Background: an optimization exercise with open tools, aiming at small area, a short achievable clock period and few clock cycles. Do not read the settings as production practice. The RTL was checked by simulation tests, not by an equivalence proof against the original design.

==> flow/config.mk <==
export PLATFORM = sky130hd
export DESIGN_NAME = calc_ops
export DESIGN_NICKNAME = calc_ops
export VERILOG_FILES = /design/flow/design.v
export SDC_FILE = /design/flow/constraint.sdc
export NUM_CORES = 4
export LEC_CHECK = 0
export CAP_MARGIN = 20
export CORE_MARGIN = 2
export CORE_UTILIZATION = 40
export SLEW_MARGIN = 20
==> flow/constraint.sdc <==
create_clock -name core_clock -period 11.0 [get_ports {clk}]
set_input_delay 2.2000 -clock core_clock [delete_from_list [all_inputs] [get_ports {clk}]]
set_output_delay 2.2000 -clock core_clock [all_outputs]
set_load 0.01 [all_outputs]
==> flow/design.v <==
module adder (
    input  [55:0] a,
    input  [55:0] b,
    input         ci,
    output [55:0] sum
);
    assign sum = a + b + {55'd0, ci};
endmodule
module shift (
    input  [47:0] a,
    input  [5:0]  b,
    output [47:0] c
);
    assign c = a << b;
endmodule
module mul (
    input  [47:0] x,         
    input  [11:0] bd,        
    input         negp,      
    input  [51:0] s,
    input  [51:0] c,
    output [51:0] s_n,       
    output [51:0] c_n,
    output [7:0]  sb,        
    output [7:0]  cb,
    output        negp_n
);
    function [49:0] brow(input [2:0] e, input [47:0] xx);
        brow = {~e[2], ({49{e[0]}} & {1'b0, xx} | {49{e[1]}} & {xx, 1'b0}) ^ {49{e[2]}}};
    endfunction
    wire [2:0] e1 = bd[2:0];
    wire [2:0] e2 = bd[5:3];
    wire [2:0] e3 = bd[8:6];
    wire [2:0] e4 = bd[11:9];
    wire [49:0] r1 = brow(e1, x);
    wire [49:0] r2 = brow(e2, x);
    wire [49:0] r3 = brow(e3, x);
    wire [49:0] r4 = brow(e4, x);
    wire [51:0] a_s = s;
    wire [51:0] b_s = c;
    wire nb0 = negp;
    wire n1 = e1[2];
    wire n2 = e2[2];
    wire n3 = e3[2];
    assign negp_n = e4[2];
    wire hs0;
    wire hc0;
    wire hs1;
    wire hc1;
    wire fs2;
    wire fc2;
    wire hs3;
    wire hc3;
    wire fs4;
    wire fc4;
    wire hs5;
    wire hc5;
    wire fs6;
    wire fc6;
    wire fs7;
    wire fc7;
    wire fs8;
    wire fc8;
    wire fs9;
    wire fc9;
    wire fs10;
    wire fc10;
    wire fs11;
    wire fc11;
    wire fs12;
    wire fc12;
    wire fs13;
    wire fc13;
    wire fs14;
    wire fc14;
    wire fs15;
    wire fc15;
    wire fs16;
    wire fc16;
    wire fs17;
    wire fc17;
    wire fs18;
    wire fc18;
    wire fs19;
    wire fc19;
    wire fs20;
    wire fc20;
    wire fs21;
    wire fc21;
    wire fs22;
    wire fc22;
    wire fs23;
    wire fc23;
    wire fs24;
    wire fc24;
    wire fs25;
    wire fc25;
    wire fs26;
    wire fc26;
    wire fs27;
    wire fc27;
    wire fs28;
    wire fc28;
    wire fs29;
    wire fc29;
    wire fs30;
    wire fc30;
    wire fs31;
    wire fc31;
    wire fs32;
    wire fc32;
    wire fs33;
    wire fc33;
    wire fs34;
    wire fc34;
    wire fs35;
    wire fc35;
    wire fs36;
    wire fc36;
    wire fs37;
    wire fc37;
    wire fs38;
    wire fc38;
    wire fs39;
    wire fc39;
    wire fs40;
    wire fc40;
    wire fs41;
    wire fc41;
    wire fs42;
    wire fc42;
    wire fs43;
    wire fc43;
    wire fs44;
    wire fc44;
    wire fs45;
    wire fc45;
    wire fs46;
    wire fc46;
    wire fs47;
    wire fc47;
    wire fs48;
    wire fc48;
    wire fs49;
    wire fc49;
    wire fs50;
    wire fc50;
    wire fs51;
    wire fc51;
    wire fs52;
    wire fc52;
    wire fs53;
    wire fc53;
    wire fs54;
    wire fc54;
    wire fs55;
    wire fc55;
    wire fs56;
    wire fc56;
    wire fs57;
    wire fc57;
    wire fs58;
    wire fc58;
    wire fs59;
    wire fc59;
    wire fs60;
    wire fc60;
    wire fs61;
    wire fc61;
    wire fs62;
    wire fc62;
    wire fs63;
    wire fc63;
    wire fs64;
    wire fc64;
    wire fs65;
    wire fc65;
    wire fs66;
    wire fc66;
    wire fs67;
    wire fc67;
    wire fs68;
    wire fc68;
    wire fs69;
    wire fc69;
    wire fs70;
    wire fc70;
    wire fs71;
    wire fc71;
    wire fs72;
    wire fc72;
    wire fs73;
    wire fc73;
    wire fs74;
    wire fc74;
    wire fs75;
    wire fc75;
    wire fs76;
    wire fc76;
    wire fs77;
    wire fc77;
    wire fs78;
    wire fc78;
    wire fs79;
    wire fc79;
    wire fs80;
    wire fc80;
    wire fs81;
    wire fc81;
    wire fs82;
    wire fc82;
    wire fs83;
    wire fc83;
    wire fs84;
    wire fc84;
    wire fs85;
    wire fc85;
    wire fs86;
    wire fc86;
    wire fs87;
    wire fc87;
    wire fs88;
    wire fc88;
    wire fs89;
    wire fc89;
    wire fs90;
    wire fc90;
    wire fs91;
    wire fc91;
    wire fs92;
    wire fc92;
    wire fs93;
    wire fc93;
    wire fs94;
    wire fc94;
    wire hs95;
    wire hc95;
    wire hs96;
    wire hc96;
    wire fs97;
    wire fc97;
    wire fs98;
    wire fc98;
    wire fs99;
    wire fc99;
    wire fs100;
    wire fc100;
    wire fs101;
    wire fc101;
    wire fs102;
    wire fc102;
    wire fs103;
    wire fc103;
    wire fs104;
    wire fc104;
    wire fs105;
    wire fc105;
    wire fs106;
    wire fc106;
    wire fs107;
    wire fc107;
    wire fs108;
    wire fc108;
    wire fs109;
    wire fc109;
    wire fs110;
    wire fc110;
    wire fs111;
    wire fc111;
    wire fs112;
    wire fc112;
    wire fs113;
    wire fc113;
    wire fs114;
    wire fc114;
    wire fs115;
    wire fc115;
    wire fs116;
    wire fc116;
    wire fs117;
    wire fc117;
    wire fs118;
    wire fc118;
    wire fs119;
    wire fc119;
    wire fs120;
    wire fc120;
    wire fs121;
    wire fc121;
    wire fs122;
    wire fc122;
    wire fs123;
    wire fc123;
    wire fs124;
    wire fc124;
    wire fs125;
    wire fc125;
    wire fs126;
    wire fc126;
    wire fs127;
    wire fc127;
    wire fs128;
    wire fc128;
    wire fs129;
    wire fc129;
    wire fs130;
    wire fc130;
    wire fs131;
    wire fc131;
    wire fs132;
    wire fc132;
    wire fs133;
    wire fc133;
    wire fs134;
    wire fc134;
    wire fs135;
    wire fc135;
    wire fs136;
    wire fc136;
    wire fs137;
    wire fc137;
    wire fs138;
    wire fc138;
    wire fs139;
    wire fc139;
    wire fs140;
    wire fc140;
    wire fs141;
    wire fc141;
    wire fs142;
    wire fc142;
    wire fs143;
    wire fc143;
    wire fs144;
    wire fc144;
    wire fs145;
    wire fc145;
    wire fs146;
    wire fc146;
    wire hs147;
    wire hc147;
    wire hs148;
    wire hc148;
    wire hs149;
    wire hc149;
    wire fs150;
    wire fc150;
    wire fs151;
    wire fc151;
    wire fs152;
    wire fc152;
    wire fs153;
    wire fc153;
    wire fs154;
    wire fc154;
    wire fs155;
    wire fc155;
    wire fs156;
    wire fc156;
    wire fs157;
    wire fc157;
    wire fs158;
    wire fc158;
    wire fs159;
    wire fc159;
    wire fs160;
    wire fc160;
    wire fs161;
    wire fc161;
    wire fs162;
    wire fc162;
    wire fs163;
    wire fc163;
    wire fs164;
    wire fc164;
    wire fs165;
    wire fc165;
    wire fs166;
    wire fc166;
    wire fs167;
    wire fc167;
    wire fs168;
    wire fc168;
    wire fs169;
    wire fc169;
    wire fs170;
    wire fc170;
    wire fs171;
    wire fc171;
    wire fs172;
    wire fc172;
    wire fs173;
    wire fc173;
    wire fs174;
    wire fc174;
    wire fs175;
    wire fc175;
    wire fs176;
    wire fc176;
    wire fs177;
    wire fc177;
    wire fs178;
    wire fc178;
    wire fs179;
    wire fc179;
    wire fs180;
    wire fc180;
    wire fs181;
    wire fc181;
    wire fs182;
    wire fc182;
    wire fs183;
    wire fc183;
    wire fs184;
    wire fc184;
    wire fs185;
    wire fc185;
    wire fs186;
    wire fc186;
    wire fs187;
    wire fc187;
    wire fs188;
    wire fc188;
    wire fs189;
    wire fc189;
    wire fs190;
    wire fc190;
    wire fs191;
    wire fc191;
    wire fs192;
    wire fc192;
    wire fs193;
    wire fc193;
    wire fs194;
    wire fc194;
    wire fs195;
    wire fc195;
    wire fs196;
    wire fc196;
    wire fs197;
    wire fc197;
    wire fs198;
    wire fc198;
    wire fs199;
    wire fc199;
    wire fs200;
    wire fc200;
    wire fs201;
    wire fc201;
    wire fs202;
    wire fc202;
    wire fs203;
    wire fc203;
    wire hs204;
    wire hc204;
    assign hs0 = a_s[4] ^ b_s[4];
    assign hc0 = a_s[4] & b_s[4];
    assign hs1 = a_s[5] ^ b_s[5];
    assign hc1 = a_s[5] & b_s[5];
    assign fs2 = a_s[6] ^ b_s[6] ^ n3;
    assign fc2 = (a_s[6] & b_s[6]) | (a_s[6] & n3) | (b_s[6] & n3);
    assign hs3 = r1[4] ^ r2[2];
    assign hc3 = r1[4] & r2[2];
    assign fs4 = a_s[7] ^ b_s[7] ^ r1[5];
    assign fc4 = (a_s[7] & b_s[7]) | (a_s[7] & r1[5]) | (b_s[7] & r1[5]);
    assign hs5 = r2[3] ^ r3[1];
    assign hc5 = r2[3] & r3[1];
    assign fs6 = a_s[8] ^ b_s[8] ^ r1[6];
    assign fc6 = (a_s[8] & b_s[8]) | (a_s[8] & r1[6]) | (b_s[8] & r1[6]);
    assign fs7 = r2[4] ^ r3[2] ^ r4[0];
    assign fc7 = (r2[4] & r3[2]) | (r2[4] & r4[0]) | (r3[2] & r4[0]);
    assign fs8 = a_s[9] ^ b_s[9] ^ r1[7];
    assign fc8 = (a_s[9] & b_s[9]) | (a_s[9] & r1[7]) | (b_s[9] & r1[7]);
    assign fs9 = r2[5] ^ r3[3] ^ r4[1];
    assign fc9 = (r2[5] & r3[3]) | (r2[5] & r4[1]) | (r3[3] & r4[1]);
    assign fs10 = a_s[10] ^ b_s[10] ^ r1[8];
    assign fc10 = (a_s[10] & b_s[10]) | (a_s[10] & r1[8]) | (b_s[10] & r1[8]);
    assign fs11 = r2[6] ^ r3[4] ^ r4[2];
    assign fc11 = (r2[6] & r3[4]) | (r2[6] & r4[2]) | (r3[4] & r4[2]);
    assign fs12 = a_s[11] ^ b_s[11] ^ r1[9];
    assign fc12 = (a_s[11] & b_s[11]) | (a_s[11] & r1[9]) | (b_s[11] & r1[9]);
    assign fs13 = r2[7] ^ r3[5] ^ r4[3];
    assign fc13 = (r2[7] & r3[5]) | (r2[7] & r4[3]) | (r3[5] & r4[3]);
    assign fs14 = a_s[12] ^ b_s[12] ^ r1[10];
    assign fc14 = (a_s[12] & b_s[12]) | (a_s[12] & r1[10]) | (b_s[12] & r1[10]);
    assign fs15 = r2[8] ^ r3[6] ^ r4[4];
    assign fc15 = (r2[8] & r3[6]) | (r2[8] & r4[4]) | (r3[6] & r4[4]);
    assign fs16 = a_s[13] ^ b_s[13] ^ r1[11];
    assign fc16 = (a_s[13] & b_s[13]) | (a_s[13] & r1[11]) | (b_s[13] & r1[11]);
    assign fs17 = r2[9] ^ r3[7] ^ r4[5];
    assign fc17 = (r2[9] & r3[7]) | (r2[9] & r4[5]) | (r3[7] & r4[5]);
    assign fs18 = a_s[14] ^ b_s[14] ^ r1[12];
    assign fc18 = (a_s[14] & b_s[14]) | (a_s[14] & r1[12]) | (b_s[14] & r1[12]);
    assign fs19 = r2[10] ^ r3[8] ^ r4[6];
    assign fc19 = (r2[10] & r3[8]) | (r2[10] & r4[6]) | (r3[8] & r4[6]);
    assign fs20 = a_s[15] ^ b_s[15] ^ r1[13];
    assign fc20 = (a_s[15] & b_s[15]) | (a_s[15] & r1[13]) | (b_s[15] & r1[13]);
    assign fs21 = r2[11] ^ r3[9] ^ r4[7];
    assign fc21 = (r2[11] & r3[9]) | (r2[11] & r4[7]) | (r3[9] & r4[7]);
    assign fs22 = a_s[16] ^ b_s[16] ^ r1[14];
    assign fc22 = (a_s[16] & b_s[16]) | (a_s[16] & r1[14]) | (b_s[16] & r1[14]);
    assign fs23 = r2[12] ^ r3[10] ^ r4[8];
    assign fc23 = (r2[12] & r3[10]) | (r2[12] & r4[8]) | (r3[10] & r4[8]);
    assign fs24 = a_s[17] ^ b_s[17] ^ r1[15];
    assign fc24 = (a_s[17] & b_s[17]) | (a_s[17] & r1[15]) | (b_s[17] & r1[15]);
    assign fs25 = r2[13] ^ r3[11] ^ r4[9];
    assign fc25 = (r2[13] & r3[11]) | (r2[13] & r4[9]) | (r3[11] & r4[9]);
    assign fs26 = a_s[18] ^ b_s[18] ^ r1[16];
    assign fc26 = (a_s[18] & b_s[18]) | (a_s[18] & r1[16]) | (b_s[18] & r1[16]);
    assign fs27 = r2[14] ^ r3[12] ^ r4[10];
    assign fc27 = (r2[14] & r3[12]) | (r2[14] & r4[10]) | (r3[12] & r4[10]);
    assign fs28 = a_s[19] ^ b_s[19] ^ r1[17];
    assign fc28 = (a_s[19] & b_s[19]) | (a_s[19] & r1[17]) | (b_s[19] & r1[17]);
    assign fs29 = r2[15] ^ r3[13] ^ r4[11];
    assign fc29 = (r2[15] & r3[13]) | (r2[15] & r4[11]) | (r3[13] & r4[11]);
    assign fs30 = a_s[20] ^ b_s[20] ^ r1[18];
    assign fc30 = (a_s[20] & b_s[20]) | (a_s[20] & r1[18]) | (b_s[20] & r1[18]);
    assign fs31 = r2[16] ^ r3[14] ^ r4[12];
    assign fc31 = (r2[16] & r3[14]) | (r2[16] & r4[12]) | (r3[14] & r4[12]);
    assign fs32 = a_s[21] ^ b_s[21] ^ r1[19];
    assign fc32 = (a_s[21] & b_s[21]) | (a_s[21] & r1[19]) | (b_s[21] & r1[19]);
    assign fs33 = r2[17] ^ r3[15] ^ r4[13];
    assign fc33 = (r2[17] & r3[15]) | (r2[17] & r4[13]) | (r3[15] & r4[13]);
    assign fs34 = a_s[22] ^ b_s[22] ^ r1[20];
    assign fc34 = (a_s[22] & b_s[22]) | (a_s[22] & r1[20]) | (b_s[22] & r1[20]);
    assign fs35 = r2[18] ^ r3[16] ^ r4[14];
    assign fc35 = (r2[18] & r3[16]) | (r2[18] & r4[14]) | (r3[16] & r4[14]);
    assign fs36 = a_s[23] ^ b_s[23] ^ r1[21];
    assign fc36 = (a_s[23] & b_s[23]) | (a_s[23] & r1[21]) | (b_s[23] & r1[21]);
    assign fs37 = r2[19] ^ r3[17] ^ r4[15];
    assign fc37 = (r2[19] & r3[17]) | (r2[19] & r4[15]) | (r3[17] & r4[15]);
    assign fs38 = a_s[24] ^ b_s[24] ^ r1[22];
    assign fc38 = (a_s[24] & b_s[24]) | (a_s[24] & r1[22]) | (b_s[24] & r1[22]);
    assign fs39 = r2[20] ^ r3[18] ^ r4[16];
    assign fc39 = (r2[20] & r3[18]) | (r2[20] & r4[16]) | (r3[18] & r4[16]);
    assign fs40 = a_s[25] ^ b_s[25] ^ r1[23];
    assign fc40 = (a_s[25] & b_s[25]) | (a_s[25] & r1[23]) | (b_s[25] & r1[23]);
    assign fs41 = r2[21] ^ r3[19] ^ r4[17];
    assign fc41 = (r2[21] & r3[19]) | (r2[21] & r4[17]) | (r3[19] & r4[17]);
    assign fs42 = a_s[26] ^ b_s[26] ^ r1[24];
    assign fc42 = (a_s[26] & b_s[26]) | (a_s[26] & r1[24]) | (b_s[26] & r1[24]);
    assign fs43 = r2[22] ^ r3[20] ^ r4[18];
    assign fc43 = (r2[22] & r3[20]) | (r2[22] & r4[18]) | (r3[20] & r4[18]);
    assign fs44 = a_s[27] ^ b_s[27] ^ r1[25];
    assign fc44 = (a_s[27] & b_s[27]) | (a_s[27] & r1[25]) | (b_s[27] & r1[25]);
    assign fs45 = r2[23] ^ r3[21] ^ r4[19];
    assign fc45 = (r2[23] & r3[21]) | (r2[23] & r4[19]) | (r3[21] & r4[19]);
    assign fs46 = a_s[28] ^ b_s[28] ^ r1[26];
    assign fc46 = (a_s[28] & b_s[28]) | (a_s[28] & r1[26]) | (b_s[28] & r1[26]);
    assign fs47 = r2[24] ^ r3[22] ^ r4[20];
    assign fc47 = (r2[24] & r3[22]) | (r2[24] & r4[20]) | (r3[22] & r4[20]);
    assign fs48 = a_s[29] ^ b_s[29] ^ r1[27];
    assign fc48 = (a_s[29] & b_s[29]) | (a_s[29] & r1[27]) | (b_s[29] & r1[27]);
    assign fs49 = r2[25] ^ r3[23] ^ r4[21];
    assign fc49 = (r2[25] & r3[23]) | (r2[25] & r4[21]) | (r3[23] & r4[21]);
    assign fs50 = a_s[30] ^ b_s[30] ^ r1[28];
    assign fc50 = (a_s[30] & b_s[30]) | (a_s[30] & r1[28]) | (b_s[30] & r1[28]);
    assign fs51 = r2[26] ^ r3[24] ^ r4[22];
    assign fc51 = (r2[26] & r3[24]) | (r2[26] & r4[22]) | (r3[24] & r4[22]);
    assign fs52 = a_s[31] ^ b_s[31] ^ r1[29];
    assign fc52 = (a_s[31] & b_s[31]) | (a_s[31] & r1[29]) | (b_s[31] & r1[29]);
    assign fs53 = r2[27] ^ r3[25] ^ r4[23];
    assign fc53 = (r2[27] & r3[25]) | (r2[27] & r4[23]) | (r3[25] & r4[23]);
    assign fs54 = a_s[32] ^ b_s[32] ^ r1[30];
    assign fc54 = (a_s[32] & b_s[32]) | (a_s[32] & r1[30]) | (b_s[32] & r1[30]);
    assign fs55 = r2[28] ^ r3[26] ^ r4[24];
    assign fc55 = (r2[28] & r3[26]) | (r2[28] & r4[24]) | (r3[26] & r4[24]);
    assign fs56 = a_s[33] ^ b_s[33] ^ r1[31];
    assign fc56 = (a_s[33] & b_s[33]) | (a_s[33] & r1[31]) | (b_s[33] & r1[31]);
    assign fs57 = r2[29] ^ r3[27] ^ r4[25];
    assign fc57 = (r2[29] & r3[27]) | (r2[29] & r4[25]) | (r3[27] & r4[25]);
    assign fs58 = a_s[34] ^ b_s[34] ^ r1[32];
    assign fc58 = (a_s[34] & b_s[34]) | (a_s[34] & r1[32]) | (b_s[34] & r1[32]);
    assign fs59 = r2[30] ^ r3[28] ^ r4[26];
    assign fc59 = (r2[30] & r3[28]) | (r2[30] & r4[26]) | (r3[28] & r4[26]);
    assign fs60 = a_s[35] ^ b_s[35] ^ r1[33];
    assign fc60 = (a_s[35] & b_s[35]) | (a_s[35] & r1[33]) | (b_s[35] & r1[33]);
    assign fs61 = r2[31] ^ r3[29] ^ r4[27];
    assign fc61 = (r2[31] & r3[29]) | (r2[31] & r4[27]) | (r3[29] & r4[27]);
    assign fs62 = a_s[36] ^ b_s[36] ^ r1[34];
    assign fc62 = (a_s[36] & b_s[36]) | (a_s[36] & r1[34]) | (b_s[36] & r1[34]);
    assign fs63 = r2[32] ^ r3[30] ^ r4[28];
    assign fc63 = (r2[32] & r3[30]) | (r2[32] & r4[28]) | (r3[30] & r4[28]);
    assign fs64 = a_s[37] ^ b_s[37] ^ r1[35];
    assign fc64 = (a_s[37] & b_s[37]) | (a_s[37] & r1[35]) | (b_s[37] & r1[35]);
    assign fs65 = r2[33] ^ r3[31] ^ r4[29];
    assign fc65 = (r2[33] & r3[31]) | (r2[33] & r4[29]) | (r3[31] & r4[29]);
    assign fs66 = a_s[38] ^ b_s[38] ^ r1[36];
    assign fc66 = (a_s[38] & b_s[38]) | (a_s[38] & r1[36]) | (b_s[38] & r1[36]);
    assign fs67 = r2[34] ^ r3[32] ^ r4[30];
    assign fc67 = (r2[34] & r3[32]) | (r2[34] & r4[30]) | (r3[32] & r4[30]);
    assign fs68 = a_s[39] ^ b_s[39] ^ r1[37];
    assign fc68 = (a_s[39] & b_s[39]) | (a_s[39] & r1[37]) | (b_s[39] & r1[37]);
    assign fs69 = r2[35] ^ r3[33] ^ r4[31];
    assign fc69 = (r2[35] & r3[33]) | (r2[35] & r4[31]) | (r3[33] & r4[31]);
    assign fs70 = a_s[40] ^ b_s[40] ^ r1[38];
    assign fc70 = (a_s[40] & b_s[40]) | (a_s[40] & r1[38]) | (b_s[40] & r1[38]);
    assign fs71 = r2[36] ^ r3[34] ^ r4[32];
    assign fc71 = (r2[36] & r3[34]) | (r2[36] & r4[32]) | (r3[34] & r4[32]);
    assign fs72 = a_s[41] ^ b_s[41] ^ r1[39];
    assign fc72 = (a_s[41] & b_s[41]) | (a_s[41] & r1[39]) | (b_s[41] & r1[39]);
    assign fs73 = r2[37] ^ r3[35] ^ r4[33];
    assign fc73 = (r2[37] & r3[35]) | (r2[37] & r4[33]) | (r3[35] & r4[33]);
    assign fs74 = a_s[42] ^ b_s[42] ^ r1[40];
    assign fc74 = (a_s[42] & b_s[42]) | (a_s[42] & r1[40]) | (b_s[42] & r1[40]);
    assign fs75 = r2[38] ^ r3[36] ^ r4[34];
    assign fc75 = (r2[38] & r3[36]) | (r2[38] & r4[34]) | (r3[36] & r4[34]);
    assign fs76 = a_s[43] ^ b_s[43] ^ r1[41];
    assign fc76 = (a_s[43] & b_s[43]) | (a_s[43] & r1[41]) | (b_s[43] & r1[41]);
    assign fs77 = r2[39] ^ r3[37] ^ r4[35];
    assign fc77 = (r2[39] & r3[37]) | (r2[39] & r4[35]) | (r3[37] & r4[35]);
    assign fs78 = a_s[44] ^ b_s[44] ^ r1[42];
    assign fc78 = (a_s[44] & b_s[44]) | (a_s[44] & r1[42]) | (b_s[44] & r1[42]);
    assign fs79 = r2[40] ^ r3[38] ^ r4[36];
    assign fc79 = (r2[40] & r3[38]) | (r2[40] & r4[36]) | (r3[38] & r4[36]);
    assign fs80 = a_s[45] ^ b_s[45] ^ r1[43];
    assign fc80 = (a_s[45] & b_s[45]) | (a_s[45] & r1[43]) | (b_s[45] & r1[43]);
    assign fs81 = r2[41] ^ r3[39] ^ r4[37];
    assign fc81 = (r2[41] & r3[39]) | (r2[41] & r4[37]) | (r3[39] & r4[37]);
    assign fs82 = a_s[46] ^ b_s[46] ^ r1[44];
    assign fc82 = (a_s[46] & b_s[46]) | (a_s[46] & r1[44]) | (b_s[46] & r1[44]);
    assign fs83 = r2[42] ^ r3[40] ^ r4[38];
    assign fc83 = (r2[42] & r3[40]) | (r2[42] & r4[38]) | (r3[40] & r4[38]);
    assign fs84 = a_s[47] ^ b_s[47] ^ r1[45];
    assign fc84 = (a_s[47] & b_s[47]) | (a_s[47] & r1[45]) | (b_s[47] & r1[45]);
    assign fs85 = r2[43] ^ r3[41] ^ r4[39];
    assign fc85 = (r2[43] & r3[41]) | (r2[43] & r4[39]) | (r3[41] & r4[39]);
    assign fs86 = a_s[48] ^ b_s[48] ^ r1[46];
    assign fc86 = (a_s[48] & b_s[48]) | (a_s[48] & r1[46]) | (b_s[48] & r1[46]);
    assign fs87 = r2[44] ^ r3[42] ^ r4[40];
    assign fc87 = (r2[44] & r3[42]) | (r2[44] & r4[40]) | (r3[42] & r4[40]);
    assign fs88 = a_s[49] ^ b_s[49] ^ r1[47];
    assign fc88 = (a_s[49] & b_s[49]) | (a_s[49] & r1[47]) | (b_s[49] & r1[47]);
    assign fs89 = r2[45] ^ r3[43] ^ r4[41];
    assign fc89 = (r2[45] & r3[43]) | (r2[45] & r4[41]) | (r3[43] & r4[41]);
    assign fs90 = a_s[50] ^ b_s[50] ^ r1[48];
    assign fc90 = (a_s[50] & b_s[50]) | (a_s[50] & r1[48]) | (b_s[50] & r1[48]);
    assign fs91 = r2[46] ^ r3[44] ^ r4[42];
    assign fc91 = (r2[46] & r3[44]) | (r2[46] & r4[42]) | (r3[44] & r4[42]);
    assign fs92 = a_s[51] ^ b_s[51] ^ r1[49];
    assign fc92 = (a_s[51] & b_s[51]) | (a_s[51] & r1[49]) | (b_s[51] & r1[49]);
    assign fs93 = r2[47] ^ r3[45] ^ r4[43];
    assign fc93 = (r2[47] & r3[45]) | (r2[47] & r4[43]) | (r3[45] & r4[43]);
    assign fs94 = 1'b1 ^ r2[48] ^ r3[46];
    assign fc94 = (1'b1 & r2[48]) | (1'b1 & r3[46]) | (r2[48] & r3[46]);
    assign hs95 = a_s[2] ^ b_s[2];
    assign hc95 = a_s[2] & b_s[2];
    assign hs96 = a_s[3] ^ b_s[3];
    assign hc96 = a_s[3] & b_s[3];
    assign fs97 = n2 ^ hs0 ^ r1[2];
    assign fc97 = (n2 & hs0) | (n2 & r1[2]) | (hs0 & r1[2]);
    assign fs98 = hc0 ^ hs1 ^ r1[3];
    assign fc98 = (hc0 & hs1) | (hc0 & r1[3]) | (hs1 & r1[3]);
    assign fs99 = hc1 ^ r3[0] ^ fs2;
    assign fc99 = (hc1 & r3[0]) | (hc1 & fs2) | (r3[0] & fs2);
    assign fs100 = fc2 ^ hc3 ^ hs5;
    assign fc100 = (fc2 & hc3) | (fc2 & hs5) | (hc3 & hs5);
    assign fs101 = hc5 ^ fc4 ^ fs6;
    assign fc101 = (hc5 & fc4) | (hc5 & fs6) | (fc4 & fs6);
    assign fs102 = fc6 ^ fc7 ^ fs8;
    assign fc102 = (fc6 & fc7) | (fc6 & fs8) | (fc7 & fs8);
    assign fs103 = fc8 ^ fc9 ^ fs10;
    assign fc103 = (fc8 & fc9) | (fc8 & fs10) | (fc9 & fs10);
    assign fs104 = fc10 ^ fc11 ^ fs12;
    assign fc104 = (fc10 & fc11) | (fc10 & fs12) | (fc11 & fs12);
    assign fs105 = fc12 ^ fc13 ^ fs14;
    assign fc105 = (fc12 & fc13) | (fc12 & fs14) | (fc13 & fs14);
    assign fs106 = fc14 ^ fc15 ^ fs16;
    assign fc106 = (fc14 & fc15) | (fc14 & fs16) | (fc15 & fs16);
    assign fs107 = fc16 ^ fc17 ^ fs18;
    assign fc107 = (fc16 & fc17) | (fc16 & fs18) | (fc17 & fs18);
    assign fs108 = fc18 ^ fc19 ^ fs20;
    assign fc108 = (fc18 & fc19) | (fc18 & fs20) | (fc19 & fs20);
    assign fs109 = fc20 ^ fc21 ^ fs22;
    assign fc109 = (fc20 & fc21) | (fc20 & fs22) | (fc21 & fs22);
    assign fs110 = fc22 ^ fc23 ^ fs24;
    assign fc110 = (fc22 & fc23) | (fc22 & fs24) | (fc23 & fs24);
    assign fs111 = fc24 ^ fc25 ^ fs26;
    assign fc111 = (fc24 & fc25) | (fc24 & fs26) | (fc25 & fs26);
    assign fs112 = fc26 ^ fc27 ^ fs28;
    assign fc112 = (fc26 & fc27) | (fc26 & fs28) | (fc27 & fs28);
    assign fs113 = fc28 ^ fc29 ^ fs30;
    assign fc113 = (fc28 & fc29) | (fc28 & fs30) | (fc29 & fs30);
    assign fs114 = fc30 ^ fc31 ^ fs32;
    assign fc114 = (fc30 & fc31) | (fc30 & fs32) | (fc31 & fs32);
    assign fs115 = fc32 ^ fc33 ^ fs34;
    assign fc115 = (fc32 & fc33) | (fc32 & fs34) | (fc33 & fs34);
    assign fs116 = fc34 ^ fc35 ^ fs36;
    assign fc116 = (fc34 & fc35) | (fc34 & fs36) | (fc35 & fs36);
    assign fs117 = fc36 ^ fc37 ^ fs38;
    assign fc117 = (fc36 & fc37) | (fc36 & fs38) | (fc37 & fs38);
    assign fs118 = fc38 ^ fc39 ^ fs40;
    assign fc118 = (fc38 & fc39) | (fc38 & fs40) | (fc39 & fs40);
    assign fs119 = fc40 ^ fc41 ^ fs42;
    assign fc119 = (fc40 & fc41) | (fc40 & fs42) | (fc41 & fs42);
    assign fs120 = fc42 ^ fc43 ^ fs44;
    assign fc120 = (fc42 & fc43) | (fc42 & fs44) | (fc43 & fs44);
    assign fs121 = fc44 ^ fc45 ^ fs46;
    assign fc121 = (fc44 & fc45) | (fc44 & fs46) | (fc45 & fs46);
    assign fs122 = fc46 ^ fc47 ^ fs48;
    assign fc122 = (fc46 & fc47) | (fc46 & fs48) | (fc47 & fs48);
    assign fs123 = fc48 ^ fc49 ^ fs50;
    assign fc123 = (fc48 & fc49) | (fc48 & fs50) | (fc49 & fs50);
    assign fs124 = fc50 ^ fc51 ^ fs52;
    assign fc124 = (fc50 & fc51) | (fc50 & fs52) | (fc51 & fs52);
    assign fs125 = fc52 ^ fc53 ^ fs54;
    assign fc125 = (fc52 & fc53) | (fc52 & fs54) | (fc53 & fs54);
    assign fs126 = fc54 ^ fc55 ^ fs56;
    assign fc126 = (fc54 & fc55) | (fc54 & fs56) | (fc55 & fs56);
    assign fs127 = fc56 ^ fc57 ^ fs58;
    assign fc127 = (fc56 & fc57) | (fc56 & fs58) | (fc57 & fs58);
    assign fs128 = fc58 ^ fc59 ^ fs60;
    assign fc128 = (fc58 & fc59) | (fc58 & fs60) | (fc59 & fs60);
    assign fs129 = fc60 ^ fc61 ^ fs62;
    assign fc129 = (fc60 & fc61) | (fc60 & fs62) | (fc61 & fs62);
    assign fs130 = fc62 ^ fc63 ^ fs64;
    assign fc130 = (fc62 & fc63) | (fc62 & fs64) | (fc63 & fs64);
    assign fs131 = fc64 ^ fc65 ^ fs66;
    assign fc131 = (fc64 & fc65) | (fc64 & fs66) | (fc65 & fs66);
    assign fs132 = fc66 ^ fc67 ^ fs68;
    assign fc132 = (fc66 & fc67) | (fc66 & fs68) | (fc67 & fs68);
    assign fs133 = fc68 ^ fc69 ^ fs70;
    assign fc133 = (fc68 & fc69) | (fc68 & fs70) | (fc69 & fs70);
    assign fs134 = fc70 ^ fc71 ^ fs72;
    assign fc134 = (fc70 & fc71) | (fc70 & fs72) | (fc71 & fs72);
    assign fs135 = fc72 ^ fc73 ^ fs74;
    assign fc135 = (fc72 & fc73) | (fc72 & fs74) | (fc73 & fs74);
    assign fs136 = fc74 ^ fc75 ^ fs76;
    assign fc136 = (fc74 & fc75) | (fc74 & fs76) | (fc75 & fs76);
    assign fs137 = fc76 ^ fc77 ^ fs78;
    assign fc137 = (fc76 & fc77) | (fc76 & fs78) | (fc77 & fs78);
    assign fs138 = fc78 ^ fc79 ^ fs80;
    assign fc138 = (fc78 & fc79) | (fc78 & fs80) | (fc79 & fs80);
    assign fs139 = fc80 ^ fc81 ^ fs82;
    assign fc139 = (fc80 & fc81) | (fc80 & fs82) | (fc81 & fs82);
    assign fs140 = fc82 ^ fc83 ^ fs84;
    assign fc140 = (fc82 & fc83) | (fc82 & fs84) | (fc83 & fs84);
    assign fs141 = fc84 ^ fc85 ^ fs86;
    assign fc141 = (fc84 & fc85) | (fc84 & fs86) | (fc85 & fs86);
    assign fs142 = fc86 ^ fc87 ^ fs88;
    assign fc142 = (fc86 & fc87) | (fc86 & fs88) | (fc87 & fs88);
    assign fs143 = fc88 ^ fc89 ^ fs90;
    assign fc143 = (fc88 & fc89) | (fc88 & fs90) | (fc89 & fs90);
    assign fs144 = fc90 ^ fc91 ^ fs92;
    assign fc144 = (fc90 & fc91) | (fc90 & fs92) | (fc91 & fs92);
    assign fs145 = r4[44] ^ fc92 ^ fc93;
    assign fc145 = (r4[44] & fc92) | (r4[44] & fc93) | (fc92 & fc93);
    assign fs146 = r2[49] ^ r3[47] ^ r4[45];
    assign fc146 = (r2[49] & r3[47]) | (r2[49] & r4[45]) | (r3[47] & r4[45]);
    assign hs147 = 1'b1 ^ r3[48];
    assign hc147 = 1'b1 & r3[48];
    assign hs148 = a_s[0] ^ b_s[0];
    assign hc148 = a_s[0] & b_s[0];
    assign hs149 = a_s[1] ^ b_s[1];
    assign hc149 = a_s[1] & b_s[1];
    assign fs150 = n1 ^ hs95 ^ r1[0];
    assign fc150 = (n1 & hs95) | (n1 & r1[0]) | (hs95 & r1[0]);
    assign fs151 = hc95 ^ hs96 ^ r1[1];
    assign fc151 = (hc95 & hs96) | (hc95 & r1[1]) | (hs96 & r1[1]);
    assign fs152 = hc96 ^ r2[0] ^ fs97;
    assign fc152 = (hc96 & r2[0]) | (hc96 & fs97) | (r2[0] & fs97);
    assign fs153 = r2[1] ^ fc97 ^ fs98;
    assign fc153 = (r2[1] & fc97) | (r2[1] & fs98) | (fc97 & fs98);
    assign fs154 = hs3 ^ fc98 ^ fs99;
    assign fc154 = (hs3 & fc98) | (hs3 & fs99) | (fc98 & fs99);
    assign fs155 = fs4 ^ fc99 ^ fs100;
    assign fc155 = (fs4 & fc99) | (fs4 & fs100) | (fc99 & fs100);
    assign fs156 = fs7 ^ fc100 ^ fs101;
    assign fc156 = (fs7 & fc100) | (fs7 & fs101) | (fc100 & fs101);
    assign fs157 = fs9 ^ fc101 ^ fs102;
    assign fc157 = (fs9 & fc101) | (fs9 & fs102) | (fc101 & fs102);
    assign fs158 = fs11 ^ fc102 ^ fs103;
    assign fc158 = (fs11 & fc102) | (fs11 & fs103) | (fc102 & fs103);
    assign fs159 = fs13 ^ fc103 ^ fs104;
    assign fc159 = (fs13 & fc103) | (fs13 & fs104) | (fc103 & fs104);
    assign fs160 = fs15 ^ fc104 ^ fs105;
    assign fc160 = (fs15 & fc104) | (fs15 & fs105) | (fc104 & fs105);
    assign fs161 = fs17 ^ fc105 ^ fs106;
    assign fc161 = (fs17 & fc105) | (fs17 & fs106) | (fc105 & fs106);
    assign fs162 = fs19 ^ fc106 ^ fs107;
    assign fc162 = (fs19 & fc106) | (fs19 & fs107) | (fc106 & fs107);
    assign fs163 = fs21 ^ fc107 ^ fs108;
    assign fc163 = (fs21 & fc107) | (fs21 & fs108) | (fc107 & fs108);
    assign fs164 = fs23 ^ fc108 ^ fs109;
    assign fc164 = (fs23 & fc108) | (fs23 & fs109) | (fc108 & fs109);
    assign fs165 = fs25 ^ fc109 ^ fs110;
    assign fc165 = (fs25 & fc109) | (fs25 & fs110) | (fc109 & fs110);
    assign fs166 = fs27 ^ fc110 ^ fs111;
    assign fc166 = (fs27 & fc110) | (fs27 & fs111) | (fc110 & fs111);
    assign fs167 = fs29 ^ fc111 ^ fs112;
    assign fc167 = (fs29 & fc111) | (fs29 & fs112) | (fc111 & fs112);
    assign fs168 = fs31 ^ fc112 ^ fs113;
    assign fc168 = (fs31 & fc112) | (fs31 & fs113) | (fc112 & fs113);
    assign fs169 = fs33 ^ fc113 ^ fs114;
    assign fc169 = (fs33 & fc113) | (fs33 & fs114) | (fc113 & fs114);
    assign fs170 = fs35 ^ fc114 ^ fs115;
    assign fc170 = (fs35 & fc114) | (fs35 & fs115) | (fc114 & fs115);
    assign fs171 = fs37 ^ fc115 ^ fs116;
    assign fc171 = (fs37 & fc115) | (fs37 & fs116) | (fc115 & fs116);
    assign fs172 = fs39 ^ fc116 ^ fs117;
    assign fc172 = (fs39 & fc116) | (fs39 & fs117) | (fc116 & fs117);
    assign fs173 = fs41 ^ fc117 ^ fs118;
    assign fc173 = (fs41 & fc117) | (fs41 & fs118) | (fc117 & fs118);
    assign fs174 = fs43 ^ fc118 ^ fs119;
    assign fc174 = (fs43 & fc118) | (fs43 & fs119) | (fc118 & fs119);
    assign fs175 = fs45 ^ fc119 ^ fs120;
    assign fc175 = (fs45 & fc119) | (fs45 & fs120) | (fc119 & fs120);
    assign fs176 = fs47 ^ fc120 ^ fs121;
    assign fc176 = (fs47 & fc120) | (fs47 & fs121) | (fc120 & fs121);
    assign fs177 = fs49 ^ fc121 ^ fs122;
    assign fc177 = (fs49 & fc121) | (fs49 & fs122) | (fc121 & fs122);
    assign fs178 = fs51 ^ fc122 ^ fs123;
    assign fc178 = (fs51 & fc122) | (fs51 & fs123) | (fc122 & fs123);
    assign fs179 = fs53 ^ fc123 ^ fs124;
    assign fc179 = (fs53 & fc123) | (fs53 & fs124) | (fc123 & fs124);
    assign fs180 = fs55 ^ fc124 ^ fs125;
    assign fc180 = (fs55 & fc124) | (fs55 & fs125) | (fc124 & fs125);
    assign fs181 = fs57 ^ fc125 ^ fs126;
    assign fc181 = (fs57 & fc125) | (fs57 & fs126) | (fc125 & fs126);
    assign fs182 = fs59 ^ fc126 ^ fs127;
    assign fc182 = (fs59 & fc126) | (fs59 & fs127) | (fc126 & fs127);
    assign fs183 = fs61 ^ fc127 ^ fs128;
    assign fc183 = (fs61 & fc127) | (fs61 & fs128) | (fc127 & fs128);
    assign fs184 = fs63 ^ fc128 ^ fs129;
    assign fc184 = (fs63 & fc128) | (fs63 & fs129) | (fc128 & fs129);
    assign fs185 = fs65 ^ fc129 ^ fs130;
    assign fc185 = (fs65 & fc129) | (fs65 & fs130) | (fc129 & fs130);
    assign fs186 = fs67 ^ fc130 ^ fs131;
    assign fc186 = (fs67 & fc130) | (fs67 & fs131) | (fc130 & fs131);
    assign fs187 = fs69 ^ fc131 ^ fs132;
    assign fc187 = (fs69 & fc131) | (fs69 & fs132) | (fc131 & fs132);
    assign fs188 = fs71 ^ fc132 ^ fs133;
    assign fc188 = (fs71 & fc132) | (fs71 & fs133) | (fc132 & fs133);
    assign fs189 = fs73 ^ fc133 ^ fs134;
    assign fc189 = (fs73 & fc133) | (fs73 & fs134) | (fc133 & fs134);
    assign fs190 = fs75 ^ fc134 ^ fs135;
    assign fc190 = (fs75 & fc134) | (fs75 & fs135) | (fc134 & fs135);
    assign fs191 = fs77 ^ fc135 ^ fs136;
    assign fc191 = (fs77 & fc135) | (fs77 & fs136) | (fc135 & fs136);
    assign fs192 = fs79 ^ fc136 ^ fs137;
    assign fc192 = (fs79 & fc136) | (fs79 & fs137) | (fc136 & fs137);
    assign fs193 = fs81 ^ fc137 ^ fs138;
    assign fc193 = (fs81 & fc137) | (fs81 & fs138) | (fc137 & fs138);
    assign fs194 = fs83 ^ fc138 ^ fs139;
    assign fc194 = (fs83 & fc138) | (fs83 & fs139) | (fc138 & fs139);
    assign fs195 = fs85 ^ fc139 ^ fs140;
    assign fc195 = (fs85 & fc139) | (fs85 & fs140) | (fc139 & fs140);
    assign fs196 = fs87 ^ fc140 ^ fs141;
    assign fc196 = (fs87 & fc140) | (fs87 & fs141) | (fc140 & fs141);
    assign fs197 = fs89 ^ fc141 ^ fs142;
    assign fc197 = (fs89 & fc141) | (fs89 & fs142) | (fc141 & fs142);
    assign fs198 = fs91 ^ fc142 ^ fs143;
    assign fc198 = (fs91 & fc142) | (fs91 & fs143) | (fc142 & fs143);
    assign fs199 = fs93 ^ fc143 ^ fs144;
    assign fc199 = (fs93 & fc143) | (fs93 & fs144) | (fc143 & fs144);
    assign fs200 = fs94 ^ fc144 ^ fs145;
    assign fc200 = (fs94 & fc144) | (fs94 & fs145) | (fc144 & fs145);
    assign fs201 = fc94 ^ fs146 ^ fc145;
    assign fc201 = (fc94 & fs146) | (fc94 & fc145) | (fs146 & fc145);
    assign fs202 = r4[46] ^ hs147 ^ fc146;
    assign fc202 = (r4[46] & hs147) | (r4[46] & fc146) | (hs147 & fc146);
    assign fs203 = r3[49] ^ r4[47] ^ hc147;
    assign fc203 = (r3[49] & r4[47]) | (r3[49] & hc147) | (r4[47] & hc147);
    assign hs204 = 1'b1 ^ r4[48];
    assign hc204 = 1'b1 & r4[48];
    wire [59:0] so = {1'b0, 1'b1, r4[49], hs204, fs203, fs202, fc200, fc199, fc198, fc197, fc196, fc195, fc194, fc193, fc192, fc191, fc190, fc189, fc188, fc187, fc186, fc185, fc184, fc183, fc182, fc181, fc180, fc179, fc178, fc177, fc176, fc175, fc174, fc173, fc172, fc171, fc170, fc169, fc168, fc167, fc166, fc165, fc164, fc163, fc162, fc161, fc160, fc159, fc158, fc157, fc156, fc155, fc154, fc153, fc152, fc151, fc150, hc149, hc148, nb0};
    wire [59:0] co = {1'b0, 1'b0, hc204, fc203, fc202, fc201, fs201, fs200, fs199, fs198, fs197, fs196, fs195, fs194, fs193, fs192, fs191, fs190, fs189, fs188, fs187, fs186, fs185, fs184, fs183, fs182, fs181, fs180, fs179, fs178, fs177, fs176, fs175, fs174, fs173, fs172, fs171, fs170, fs169, fs168, fs167, fs166, fs165, fs164, fs163, fs162, fs161, fs160, fs159, fs158, fs157, fs156, fs155, fs154, fs153, fs152, fs151, fs150, hs149, hs148};
    assign s_n = so[59:8];
    assign c_n = co[59:8];
    assign sb = so[7:0];
    assign cb = co[7:0];
endmodule
module calc_ops (
    input           clk,
    input           rst,
    input  [47:0]   add_a,
    input           add_empty,
    output          add_rden,
    output [47:0]   add_c,
    output          add_wren,
    input  [47:0]   shl_a,
    input           shl_empty,
    output          shl_rden,
    output [47:0]   shl_c,
    output          shl_wren,
    input  [47:0]   mul_a,
    input           mul_empty,
    output          mul_rden,
    output [47:0]   mul_c,
    output          mul_wren
);
reg        st_idle, st_capx, st_capy, st_exec, st_iter, st_hi, st_lo;
reg  [2:0] cur;          
reg  [2:0] last;         
reg  [2:0] pend;         
reg  [2:0] rden;
reg  [2:0] wren;
reg  [2:0] it;           
wire [2:0] empty = {mul_empty, shl_empty, add_empty};
wire [2:0] popx = rden & ~empty & ~({3{st_capx}} & cur);
wire [2:0] req  = pend | popx;
wire [2:0] g_after0 = req[1] ? 3'b010 : req[2] ? 3'b100 : req[0] ? 3'b001 : 3'b000;
wire [2:0] g_after1 = req[2] ? 3'b100 : req[0] ? 3'b001 : req[1] ? 3'b010 : 3'b000;
wire [2:0] g_after2 = req[0] ? 3'b001 : req[1] ? 3'b010 : req[2] ? 3'b100 : 3'b000;
wire [2:0] gsel = last[0] ? g_after0 : last[1] ? g_after1 : g_after2;
wire [2:0] grant = st_idle ? gsel : 3'b000;
wire       go = |grant;
wire       it_last = (it == 3'd5);
always @(posedge clk) begin
    if (rst) begin
        st_idle <= 1'b1;
        st_capx <= 1'b0;
        st_capy <= 1'b0;
        st_exec <= 1'b0;
        st_iter <= 1'b0;
        st_hi   <= 1'b0;
        st_lo   <= 1'b0;
        cur     <= 3'b000;
        last    <= 3'b100;
        pend    <= 3'b000;
        rden    <= 3'b111;
        wren    <= 3'b000;
        it      <= 3'd0;
    end else begin
        st_idle <= (st_idle & ~go) | st_exec | st_lo;
        st_capx <= go;
        st_capy <= st_capx;
        st_exec <= st_capy & ~cur[2];
        st_iter <= (st_capy & cur[2]) | (st_iter & ~it_last);
        st_hi   <= st_iter & it_last;
        st_lo   <= st_hi;
        it      <= st_iter ? it + 3'd1 : 3'd0;
        if (go) begin
            cur  <= grant;
            last <= grant;
        end
        pend <= (pend | popx) & ~grant;
        rden <= ~((pend | popx) & ~grant);
        wren <= cur & {3{st_exec | st_hi | st_lo}};
    end
end
assign add_rden = rden[0];
assign shl_rden = rden[1];
assign mul_rden = rden[2];
assign add_wren = wren[0];
assign shl_wren = wren[1];
assign mul_wren = wren[2];
wire [47:0] a_sel = ({48{cur[0]}} & add_a) | ({48{cur[1]}} & shl_a) | ({48{cur[2]}} & mul_a);
reg  [47:0] x;           
reg  [47:0] y;           
reg  [51:0] s, c;        
reg  [7:0]  sb, cb;      
reg         cy;          
reg         negp;
reg  [11:0] bd;          
reg         it0;         
reg         sel_sh;      
reg         sel_lo;      
reg         sel_sum;     
reg  [47:0] acc;         
function [2:0] benc(input y2, input y1, input y0);
    benc = {y2 & ~(y1 & y0),
            (y2 & ~y1 & ~y0) | (~y2 & y1 & y0),
            y1 ^ y0};
endfunction
function [11:0] bdig(input [9:0] v);
    bdig = {benc(v[9], v[8], v[7]), benc(v[7], v[6], v[5]), benc(v[5], v[4], v[3]),
            benc(v[3], v[2], v[1])};
endfunction
wire [51:0] s_n, c_n;
wire [7:0]  sb_n, cb_n;
wire        negp_n;
mul u_mul (
    .x      (x),
    .bd     (bd),
    .negp   (negp),
    .s      (s),
    .c      (c),
    .s_n    (s_n),
    .c_n    (c_n),
    .sb     (sb_n),
    .cb     (cb_n),
    .negp_n (negp_n)
);
wire [55:0] sum;
adder u_adder (
    .a   ({s[47:0], sb}),
    .b   ({c[47:0], cb}),
    .ci  (cy),
    .sum (sum)
);
wire [8:0] lo_byte = {1'b0, sb} + {1'b0, cb} + {8'd0, cy};
wire [47:0] shl_res;
shift u_shift (
    .a (x),
    .b (y[5:0]),
    .c (shl_res)
);
wire shl_big = (|a_sel[47:6]) | (a_sel[5] & a_sel[4]);    
always @(posedge clk) begin
    if (st_capx)
        x <= a_sel;
    if (st_capy) begin
        y  <= a_sel;
        bd <= bdig(a_sel[9:0]);
        s  <= cur[2] ? {4'd0, x & {48{a_sel[0]}}} : {4'd0, a_sel};
        c  <= cur[2] ? {~a_sel[1], a_sel[1], a_sel[1], ~x & {48{a_sel[1]}}, a_sel[1]}
                     : {4'd0, x};
        negp <= a_sel[1];
        sb <= 8'd0;
        cb <= 8'd0;
        cy <= 1'b0;
    end else begin
        y  <= {it0 ? 8'd0 : lo_byte[7:0], y[47:8]};
        bd <= bdig(y[17:8]);
        s  <= s_n;
        c  <= c_n;
        sb <= sb_n;
        cb <= cb_n;
        cy <= it0 ? 1'b0 : lo_byte[8];
        negp <= negp_n;
    end
    it0    <= st_capy;
    sel_sh  <= st_capy & cur[1] & ~shl_big;
    sel_lo  <= st_hi;
    sel_sum <= ~(st_capy & cur[1]) & ~st_hi;
    acc <= ({48{sel_lo}} & y) | ({48{sel_sh}} & shl_res) | ({48{sel_sum}} & sum[55:8]);
end
assign add_c = acc;
assign shl_c = acc;
assign mul_c = acc;
endmodule
==> flow/flow/run.sh <==
#!/bin/bash
# Own layout flow: the standard ORFS flow, with the port buffers made of
# sky130_fd_sc_hd__buf_1, a clock tree of fewer, larger leaf clusters and
# timing repair aimed below the clock period (the SDC and the clock period
# are unchanged).  make's full output goes to flow_make.log; ORFS keeps each
# step's log under orfs/logs.
set -euo pipefail
MARGIN=${MARGIN:-7.75}
bash standard.sh \
  "BUFFER_PORTS_ARGS=-buffer_cell sky130_fd_sc_hd__buf_1" \
  "CTS_ARGS=-sink_clustering_enable -repair_clock_nets -sink_clustering_size 20 -sink_clustering_max_diameter 80 -buf_list sky130_fd_sc_hd__clkbuf_16 -dont_use_dummy_load" \
  "SETUP_SLACK_MARGIN=$MARGIN" \
  finish > flow_make.log 2>&1
==> flow/standard.sh <==
#!/bin/bash
# synth_recipe.tcl (not shown) runs the flow's synth.tcl, then flattens the netlist and writes it again
# the make line also repeats each setting of config.mk as NAME=value (left out here)
make -C /OpenROAD-flow-scripts/flow DESIGN_CONFIG=/design/flow/config.mk WORK_HOME=/design/flow/orfs CLKGATE_MAP_FILE= SYNTH_SCRIPT=/design/flow/synth_recipe.tcl "${@:-finish}"
==> impl_results.md, run 1 <==
- Post-Place Worst Slack: 6.62 ns
- Commonest register cell after synthesis: dfxtp_1
- Final GP Congestion: 0.976
- Slowest cell on crit path: a222oi_1
- CP max FO: 3
- Root Driver: clkbuf_16
- Core box area: 63100 um^2
- Yosys Warn Count: 2
- Outcome: timing/DRC/antenna clean
- Final core utilization: 0.469
- Clock sink total: 303
- Met2 Track Usage GR: 0.484
- Fmax: 290 MHz
- Max H-tree Level: 1
- Worst skew pair latency: 0.62 ns
- Clk slew on worst S/H paths: 0.09 ns
- WP data required: 11.44 ns
- Gr usage total: 0.307
- Ports: 299
- CTS buffer count: 27
- Worst Setup Start Kind: register
- Die Span X: 257 um
- Flop and latch count out of synthesis: 303
- Largest area contributor in the netlist: dfxtp_1
- CP arrival: 3.89 ns
- Largest net degree at the start of global routing: 97
- Period utilization: 0.314
- Crit path time final: 3.45 ns
- Mapped Nets: 3306
- Type of the worst setup path: register to register
- Most used cell, CP: fa_2
- Hold Fails Final Rpt: 0
- Netlist cell types: 71
- Clock Tree Buf Depth: 3
- Max stage delay on crit path: 0.56 ns
- RSZ-0062 raised after global routing: yes
- Row Count: 92
- Vias after detailed routing: 23900
- Fin. max-slew vios: 0
- Post-synthesis sequential area ratio: 0.256
- Number of max-cap violations: 0
- Top cell type's share of synthesized area: 0.200
- First drt pass iteration count: 8
- CTS tree: done
- Critical-path cell list: fa_2 > fa_2 > a211oi_2 > nor2_2 > a21oi_4 > o221a_4 > nor3_4 > o41a_1 > a21oi_2 > xnor2_1 > a222oi_1 > inv_1
- Global-route wire length before repair: 153 mm
- Simple-Gate Fraction of Synth Area: 0.109
- Max Clock Skew: 0.0725 ns
- P&R area growth vs syn: 15.8%
- Antenna-violating nets left: 0
- Worst Setup End Kind: register
- M3 GR Usage: 0.0494
- Grt ovf: 0
- Syn Area/Cell: 8.83 um^2
- Top cells by area, synth: dfxtp_1 20%, fa_1 15%, xnor2_1 7.3%
- Antenna violations before repair: 2
- Slew HR: 0.232
- DRT iter0 DRCs: 2999
- Hold depth: 0
- Die Height: 257 um
- Synth Area in Compound Gates: 0.213
- Die ar.: 65900 um^2
- Total negative slack: 0 ns
- Post-route DRC violation count: 0
- Initial core utilization: 0.405
- Worst slew pin tran: 1.15 ns
- Combinational family with the most area after synthesis: compound AO/OA/AOI/OAI gates
- Asr flop ratio synth: 0
- Via density: 6.23
- XOR/XNOR share of the synthesized area: 0.0833
- Syn Inst Count: 2893
- Vias in the first global route: 22800
- Hold crit path type: register to register
- IO Port Bufs: 298
- Drt wl/cell: 27.8 um
- Total Routed Length: 107 mm
- Share of layout cells above drive strength 1: 0.169
- Nets: 3406
- Mux contribution to synthesized area: 0.0676
- Mapped Area: 25600 um^2
- Cells on worst reg2reg path: 12
- Final HPWL DP: 73.3 mm
- Worst setup margin: 7.55 ns
- Post-synth EDFFs: 48
- Adder-Cell Fraction of Synth Area: 0.187
- Final setup fails: 0
- Met1 Usage GRT: 0.424
- Busiest layer in global routing: met2
[cells in the mapped netlist, types with 13 or more instances]
cell        n
xnor2_1   214
a21o_1     38
nand4_1    27
a222oi_1   61
buf_4      96
nand3_1    32
nor3_1     14
nor2_1    304
ha_1       69
nand2_1   208
buf_2      13
a21oi_1   221
edfxtp_1   48
mux2_2     13
nor2b_1    26
clkbuf_1  225
buf_1      36
xor2_1     29
o22ai_1    20
dfxtp_1   255
o21ai_0   103
o221ai_1   14
a211oi_1   14
mux4_2     24
fa_1      195
inv_1     102
a31oi_1    61
a22oi_1   202
mux2i_1   104
[state kept, by name, indices dropped and copies added (netlist names), 3 cells and up]
signal,count
cb,8
y,48
sb,8
cur,3
it,3
x,48
s,51
rden,3
pend,3
bd,12
acc,48
c,52
wren,3
[worst paths after layout]
check             start  slack [ns]  endpoint
hold reg to reg   st_hi        0.40    sel_lo
hold / removal    st_hi        0.40    sel_lo
setup / recovery  sb[0]        7.55   acc[30]
setup reg to reg  sb[0]        7.55   acc[30]
[layout make-up]
cell class / instances / area [um^2]
well taps: 846 / 1060
fillers: 5991 / 33500
repair buffers: 442 / 3430
diodes: 1 / 2.50
flip-flops and latches: 303 / 6740
multi-input cells: 2116 / 17300
clock buffers: 27 / 676
inverters: 103 / 389
[cell usage in the layout (no fill, tap or decap), types with 27 or more instances in the layout]
cell type  Yosys  routed
inv_1        102     101
clkbuf_16      0      27
ha_1          69      54
a21o_1        38      38
dfxtp_4        0      40
fa_1         195     193
xnor2_1      214     213
nand4_1       27      27
a222oi_1      61      61
a22oi_1      202     202
a21oi_1      221     212
buf_6          1     135
mux2i_1      104     101
nand2_1      208     205
nand3_1       32      31
buf_4         96     112
dfxtp_1      255     177
edfxtp_1      48      48
nor2_1       304     303
o21ai_0      103      87
xor2_1        29      29
buf_1         36     149
a31oi_1       61      60
dfxtp_2        0      38
[metal layers]
metal / share of wire / wire (um)
met5: 0 / 0
met4: 0.046 / 4860
met3: 0.097 / 10300
met2: 0.45 / 47700
met1: 0.41 / 43800
[kinds of logic after synthesis]
logic type | count (synthesis)
compound gates | 811
xor+xnor | 243
fa+ha+maj | 264
buf+inv | 474
flops | 303
mux | 141
simple gates | 657
[repair_timing]
action / 4_1_cts / 5_1_grt
hold buffers: 0 / 0
pin swaps: 28 / 34
resized for setup: 406 / 103
cloned: 0 / 2
setup endpoints to repair: 252 / 200
buffers inserted: 22 / 60
[critical path, delay by kind of cell (launching register included)]
family | cells | cell delay [ns]
AO/OA/AOI/OAI | 6 | 1.86
XOR/XNOR | 1 | 0.07
adder cells (fa/ha/maj) | 2 | 0.77
buffers and inverters | 1 | 0.12
flip-flops | 1 | 0.33
AND/OR/NAND/NOR | 2 | 0.14
[metrics by stage]
step           hold WS (ns)  std cells  instance area, um^2
5_1_grt               0.407       3837                29600
4_1_cts               0.402       3774                28600
3_5_place_dp          0.389       3725                26400
3_3_place_gp          0.390       3722                26400
2_1_floorplan         0.329       2893                25600
6_report              0.396       3838                29600
Testbench counts, summed over its fixed seeds: cycles 13,821.
==> run 2, diff against run 1 <==
==> flow/flow/run.sh (replaced) <==
#!/bin/bash
# Own layout flow: the standard ORFS flow, with the port buffers made of
# sky130_fd_sc_hd__buf_1 and timing repair aimed below the clock period (the
# SDC and the clock period are unchanged).  make's full output goes to
# flow_make.log; ORFS keeps each step's log under orfs/logs.
set -euo pipefail
MARGIN=${MARGIN:-8.0}
bash standard.sh \
  "BUFFER_PORTS_ARGS=-buffer_cell sky130_fd_sc_hd__buf_1" \
  "SETUP_SLACK_MARGIN=$MARGIN" \
  finish > flow_make.log 2>&1
--- a/flow/config.mk
+++ b/flow/config.mk
@@ -9,3 +9,5 @@
 export CORE_MARGIN = 2
 export CORE_UTILIZATION = 40
+export CTS_BUF_LIST = sky130_fd_sc_hd__clkbuf_8
 export SLEW_MARGIN = 20
+export TNS_END_PERCENT = 0
==> impl_results.md, run 2 <==
- CP arrival: 4.02 ns (was 3.89 ns)
- Largest delay contributor family on the critical path: adder cells (was compound AO/OA/AOI/OAI gates)
- Total Routed Length: 111 mm (was 107 mm)
- Post-synth EDFFs: 48 (unchanged)
- Most used cell, CP: fa_1 (was fa_2)
- Finished Cell Area: 28000 um^2 (was 29600 um^2)
- DRT iter0 DRCs: 3280 (was 2999)
- Max H-tree Level: 2 (was 1)
- Crit path time final: 3.46 ns (was 3.45 ns)
- WP data required: 11.56 ns (was 11.44 ns)
- IO Port Bufs: 298 (unchanged)
- Ports: 299 (unchanged)
- RSZ-0062 raised after global routing: yes (unchanged)
- CP Buf/Inv Count: 1 (unchanged)
- Final GP Congestion: 1.04 (was 0.976)
- Initial core utilization: 0.405 (unchanged)
- CP max FO: 48 (was 3)
- Hold crit path type: register to register (unchanged)
- Top-count cell post-synth: nor2_1 (unchanged)
- Vias after detailed routing: 24000 (was 23900)
- Flop-to-flop setup slack: 7.54 ns (was 7.55 ns)
- Final core utilization: 0.444 (was 0.469)
- CTS tree: done (unchanged)
- Nets: 3365 (was 3406)
- First drt pass iteration count: 9 (was 8)
- Slowest cell on crit path: buf_4 (was a222oi_1)
- Top cell type's share of synthesized area: 0.200 (unchanged)
- Post-synthesis sequential area ratio: 0.256 (unchanged)
- Row Count: 92 (unchanged)
- Clock Tree Buf Depth: 3 (unchanged)
- Netlist cell types: 71 (unchanged)
- Largest area contributor in the netlist: dfxtp_1 (unchanged)
- Worst slew pin tran: 1.18 ns (was 1.15 ns)
- Biggest regs: c x52, s x51 (unchanged)
- Post-route DRC violation count: 0 (unchanged)
- Slew HR: 0.216 (was 0.232)
- Fin. max-slew vios: 0 (unchanged)
- Top cells by area, synth: dfxtp_1 20%, fa_1 15%, xnor2_1 7.3% (unchanged)
- Syn Inst Count: 2893 (unchanged)
- Final HPWL DP: 80.4 mm (was 73.3 mm)
- Critical-path cell list: buf_4 > a22oi_1 > xnor2_1 > fa_1 > fa_1 > fa_1 > nor2_1 > a21oi_1 (was fa_2 > fa_2 > a211oi_2 > nor2_2 > a21oi_4 > o221a_4 > nor3_4 > o41a_1 > a21oi_2 > xnor2_1 > a222oi_1 > inv_1)
- Largest register by flop count: c (unchanged)
- Worst Setup End Kind: register (unchanged)
- Hold Fails Final Rpt: 0 (unchanged)
- Number of max-cap violations: 0 (unchanged)
- Final setup fails: 0 (unchanged)
- Period utilization: 0.315 (was 0.314)
- Die Height: 257 um (unchanged)
- Mapped Nets: 3306 (unchanged)
- Via density: 6.24 (was 6.23)
- Type of the worst setup path: register to register (unchanged)
- Fmax: 289 MHz (was 290 MHz)
- Drt wl/cell: 28.9 um (was 27.8 um)
- Outcome: timing/DRC/antenna clean (unchanged)
- Max Clock Skew: 0.0308 ns (was 0.0725 ns)
- Core box area: 63100 um^2 (unchanged)
- Global-route wire length before repair: 161 mm (was 153 mm)
- Commonest non-fill, non-tap cell in the layout: nor2_1 (unchanged)
- Clk slew on worst S/H paths: 0.08 ns (was 0.09 ns)
- Flop and latch count out of synthesis: 303 (unchanged)
- Most frequent cells in the layout: 303 x nor2_1, 259 x buf_1, 217 x dfxtp_1 (was 303 x nor2_1, 213 x xnor2_1, 212 x a21oi_1)
- Grt ovf: 0 (unchanged)
- Root Driver: clkbuf_8 (was clkbuf_16)
- Syn Area/Cell: 8.83 um^2 (unchanged)
- P&R area growth vs syn: 9.63% (was 15.8%)
- Commonest register cell after synthesis: dfxtp_1 (unchanged)
- Max stage delay on crit path: 0.61 ns (was 0.56 ns)
- Antenna violations before repair: 4 (was 2)
- Mapped Area: 25600 um^2 (unchanged)
- Total negative slack: 0 ns (unchanged)
- Worst skew pair latency: 0.70 ns (was 0.62 ns)
- Clock sink total: 303 (unchanged)
- Gr usage total: 0.329 (was 0.307)
- Share of layout cells above drive strength 1: 0.100 (was 0.169)
- Largest net degree at the start of global routing: 96 (was 97)
- Vias in the first global route: 23100 (was 22800)
- CTS buffer count: 56 (was 27)
- Yosys Warn Count: 2 (unchanged)
- Most frequent cells after synthesis: 304 x nor2_1, 255 x dfxtp_1, 225 x clkbuf_1, 221 x a21oi_1, 214 x xnor2_1 (unchanged)
- Worst Setup Start Kind: register (unchanged)
- Die ar.: 65900 um^2 (unchanged)
- Antenna-violating nets left: 0 (unchanged)
- Max reg flops: 52 (unchanged)
- Asr flop ratio synth: 0 (unchanged)
- Die Span X: 257 um (unchanged)
- Cell Area, Placed: 26500 um^2 (was 26400 um^2)
[run 2: cell counts after synthesis]
No cell type changed its count.
[run 2: path summary, 6_finish.rpt]
| kind | from | depth (start not counted) | end |
|---|---|---|---|
| worst max-delay path | bd[6] | 8 | c[14] |
| worst min-delay path | st_hi | 0 | sel_lo |
| worst min register to register | st_hi | 0 | sel_lo |
| worst max register to register | bd[6] | 8 | c[14] |
[run 2: final cells by class]
cell class / instances / area [um^2]
flip-flops and latches: 303 / 6630
inverters: 103 / 390
diodes: 3 / 7.51
clock inverters: 38 / 236
repair inverters: 1 / 5.00
clock buffers: 67 / 922
well taps: 846 / 1060
repair buffers: 371 / 1810
fillers: 6229 / 35100
multi-input cells: 2116 / 17000
[run 2: metal layers]
layer  vias up  part of all wire  GRT usage
met5         -           0.00025          0
met3       253              0.12     0.0993
met1     11900              0.40      0.437
li1      10300                 -          -
met2      1606              0.44      0.501
met4         4             0.042      0.125
[run 2: cells by family after synthesis]
kind of cell	Yosys count	share of synthesized area
flops	303	0.256
mux	141	0.0676
xor+xnor	243	0.0833
fa+ha+maj	264	0.187
simple gates	657	0.109
compound gates	811	0.213
buf+inv	474	0.0846
[run 2: worst reg2reg max path, stage by stage, from the launching register on]
cell,delay [ns]
dfxtp_2,0.31
buf_4,0.62
a22oi_1,0.27
xnor2_1,0.20
fa_1,0.48
fa_1,0.50
fa_1,0.56
nor2_1,0.04
a21oi_1,0.36
[run 2: per-stage QoR]
stage	setup slack [ns]	hold WS [ns]	cells
after global routing	7.50	0.406	3845
after detailed placement	6.66	0.386	3730
after global placement	6.75	0.382	3727
after floorplan	7.35	0.329	2893
final	7.54	0.389	3848
after CTS	7.52	0.397	3839
[run 2: repair_timing]
action                                 CTS  global route
cloned                                   1             0
setup endpoints to repair              303           312
pin swaps                                5             8
gates resized for setup                 91            30
hold buffers                             0             0
setup buffers                            3             5
endpoints found under the hold margin    0             0

-- port drivers added, routing unchanged --
The flow's constraints put no driver on any port. The routed layouts listed below were extracted and timed again, unchanged, in two steps.
Step 1 assumes that a clkbuf_16 drives the clock port and a buf_2 every other input.
Step 2 times the ports against the registers' clock, not the clock port: input delays grow and output delays shrink by t, the midpoint of the rising clock arrivals with the driver on.
a / b / c = ideal ports / drivers / drivers and shift; a / b = the first two.
run	t, ns	setup slack, ns	slew at the worst register clock pin (ns)
run 1	0.645	7.547 / 7.547 / 7.132	0.09 / 0.09
run 2	0.748	7.537 / 7.475 / 6.887	0.08 / 0.08
After both steps every run listed still meets setup and hold. For run 2, which loses most, drivers alone change the setup slack by -0.062 ns; drivers and shift together by -0.650 ns.
